Background: an optimization exercise with open tools, aiming at small area, a short achievable clock period and few clock cycles. Do not read the settings as production practice.
RTL that was checked went through simulation tests only; none was proved equivalent to the original.

==> module Cordic, before the edit <==
module Cordic #(parameter DW=16, AW=4)(
	input                  clk, rst, en,
	output                 done,
	input  signed [DW-1:0] z,
	output signed [DW-1:0] x,y);
	reg signed [15:0] X, Y;
	reg        [15:0] Z;
	reg        [3:0]  hz, lz;    
	reg               px, ny;    
	reg               busy, done_r;
	wire        [15:0] AtanValue;
	AtanROM #(.DW(16)) UUT (.hi(hz), .lo(lz), .AtanValue(AtanValue));
	wire        last  = hz[3] & lz[1];           
	wire        step  = busy & ~last;
	always @ (posedge clk, posedge rst)
		if (rst) begin
			busy   <= 1'b0;
			done_r <= 1'b0;
		end else begin
			busy   <= busy ? ~last : en;
			done_r <= busy & last;
		end
	always @ (posedge clk) begin
		lz <= step ? {lz[2:0], lz[3]} : 4'b0001;
		hz <= step ? (lz[3] ? {hz[2:0], hz[3]} : hz) : 4'b0001;
	end
	function [14:0] shr(input [14:0] a, input [3:0] h1, input [3:0] l1);
		reg [14:0] s;
		begin
			s =   ({15{l1[0]}} & a)
			    | ({15{l1[1]}} & {{1{a[14]}}, a[14:1]})
			    | ({15{l1[2]}} & {{2{a[14]}}, a[14:2]})
			    | ({15{l1[3]}} & {{3{a[14]}}, a[14:3]});
			shr = ({15{h1[0]}} & s)
			    | ({15{h1[1]}} & {{4{s[14]}}, s[14:4]})
			    | ({15{h1[2]}} & {{8{s[14]}}, s[14:8]})
			    | ({15{h1[3]}} & {{12{s[14]}}, s[14:12]});
		end
	endfunction
	function [15:0] add16(input [15:0] a, input [15:0] b, input ci);
		reg [15:0] g, p, gg, pp;
		integer i, k;
		begin
			g = a & b;
			p = a ^ b;
			gg = g; pp = p;
			gg[0] = g[0] | (p[0] & ci);
			for (k = 1; k < 16; k = k * 2)
				for (i = 0; i < 16; i = i + 1)
					if (i & k) begin
						gg[i] = gg[i] | (pp[i] & gg[(i & ~(k - 1)) - 1]);
						pp[i] = pp[i] & pp[(i & ~(k - 1)) - 1];
					end
			add16 = p ^ {gg[14:0], ci};
		end
	endfunction
	wire               first = hz[0] & lz[0];       
	wire               pz  = ~Z[15];
	wire        [15:0] yc  = Y ^ {16{px}};
	wire        [15:0] xc  = X ^ {16{ny}};
	wire        [14:0] ysh = shr(yc[15:1], hz, lz);
	wire        [14:0] xsh = shr(xc[15:1], hz, lz);
	wire        [15:0] xi  = add16(X, {ysh[14], ysh}, px);
	wire        [15:0] yi  = add16(Y, {xsh[14], xsh}, ny);
	reg         [15:0] k01;
	always @ (*)
		case ({Z[15], px})
			2'b01:   k01 = 16'h0000 - 16'h3244 - 16'h1dac;
			2'b00:   k01 = 16'h0000 - 16'h3244 + 16'h1dac;
			2'b11:   k01 = 16'h3244 - 16'h1dac;
			default: k01 = 16'h3244 + 16'h1dac;
		endcase
	wire        [15:0] zb  = first ? k01 : AtanValue ^ {16{pz}};
	wire        [15:0] zi  = add16(Z, zb, pz & ~first);
	wire               p1  = z[15] ? (z >= 16'hcdbc) : (z >= 16'h3244);
	wire        [15:0] zn  = busy ? zi : z;
	always @ (posedge clk) begin
		X  <= busy ? xi : 16'h26dd;
		Y  <= busy ? yi : (z[15] ? 16'hd923 : 16'h26dd);
		Z  <= zn;
		px <= busy ? ~zi[15] : p1;
		ny <= busy ? zi[15] : ~p1;
	end
	assign done = done_r;
	assign x = X;
	assign y = Y;
endmodule
Settings: LEC_CHECK=0, ABC_AREA=1, CAP_MARGIN=20, CORE_MARGIN=2, CORE_UTILIZATION=60, SETUP_SLACK_MARGIN=5, SLEW_MARGIN=20; clock period 8.0 ns.
standard.sh (not shown) runs the stock make flow with config.mk's settings and CLKGATE_MAP_FILE= SYNTH_SCRIPT=/design/flow/synth_recipe.tcl, a recipe that flattens the netlist after the stock synthesis.
==> flow/flow/run.sh <==
#!/bin/bash
# The standard layout with two changes: adders are left to abc as plain
# gates (no full/half adder cells, ADDER_MAP_FILE empty), and the ports are
# buffered by the smallest buffer instead of the delay cell buffer_ports
# picks by default. Synthesis is otherwise the standard one (synth_recipe.tcl:
# no fsm or share pass, flattened, function nets renamed), so the registers
# and their names are the standard synthesis's. The whole output goes to
# flow.log here; each ORFS step also keeps its own log under orfs/logs/.
set -euo pipefail
export ADDER_MAP_FILE=
export BUFFER_PORTS_ARGS="-buffer_cell sky130_fd_sc_hd__buf_1"
bash standard.sh finish > flow.log 2>&1
Testbench counts at the start, summed over its fixed seeds: cycles 48,000.
Edit:
--- a/flow/design.v
+++ b/flow/design.v
@@ -28,13 +28,15 @@
 	input                  clk, rst, en,
 	output                 done,
 	input  signed [DW-1:0] z,
 	output signed [DW-1:0] x,y);
 	reg signed [15:0] X, Y;
 	reg        [15:0] Z;
-	reg        [3:0]  hz, lz;    
+	reg        [3:0]  m;         
+	wire       [3:0]  hz = 4'b0001 << m[3:2];    
+	wire       [3:0]  lz = 4'b0001 << m[1:0];    
 	reg               px, ny;    
 	reg               busy, done_r;
 	wire        [15:0] AtanValue;
 	AtanROM #(.DW(16)) UUT (.hi(hz), .lo(lz), .AtanValue(AtanValue));
 	wire        last  = hz[3] & lz[1];           
 	wire        step  = busy & ~last;
@@ -44,14 +46,13 @@
 			done_r <= 1'b0;
 		end else begin
 			busy   <= busy ? ~last : en;
 			done_r <= busy & last;
 		end
 	always @ (posedge clk) begin
-		lz <= step ? {lz[2:0], lz[3]} : 4'b0001;
-		hz <= step ? (lz[3] ? {hz[2:0], hz[3]} : hz) : 4'b0001;
+		m  <= step ? m + 4'd1 : 4'd0;
 	end
 	function [14:0] shr(input [14:0] a, input [3:0] h1, input [3:0] l1);
 		reg [14:0] s;
 		begin
 			s =   ({15{l1[0]}} & a)
 			    | ({15{l1[1]}} & {{1{a[14]}}, a[14:1]})
=> Fmax falls by 2.5%; via count falls by 0.45%; die area falls by 2.9%; setup slack loses 69 ps; clock skew is about the same; non-clock buffer count rises by 13; design area falls by 1.8%; clock-buffer cell count falls by 4; cell count falls by 0.70%; routed wire length rises by 1.1%.
Only the layout flow was run in the second run of this note; the RTL was not checked for function there.

what the ideal ports hide:
The flow's constraints put no driver on any port. The routed layouts listed below were extracted and timed again, unchanged, in two steps.
Step 1 assumes that a clkbuf_16 drives the clock port and a buf_2 every other input.
Step 2, shift: input delay + t, output delay - t, t = (earliest + latest rising clock arrival at the registers) / 2. This alone moves slack from input paths to output paths.
Slacks: ideal ports / drivers / drivers and shift; pairs: ideal ports / drivers.
run | shift t [ns] | slack for setup (ns) | hold slack, ns | slew at the worst register clock pin (ns) | cell pins on the clock port's net
the first run | 0.404 | 5.297 / 5.297 / 5.064 | 0.606 / 0.606 / 0.606 | 0.08 / 0.08 | 1
the second run | 0.367 | 5.229 / 5.229 / 5.176 | 0.553 / 0.553 / 0.553 | 0.12 / 0.12 | 1
After both steps every run listed still meets setup and hold. For the first run, which loses most, drivers alone change the setup slack by 0.000 ns; drivers and shift together by -0.233 ns.
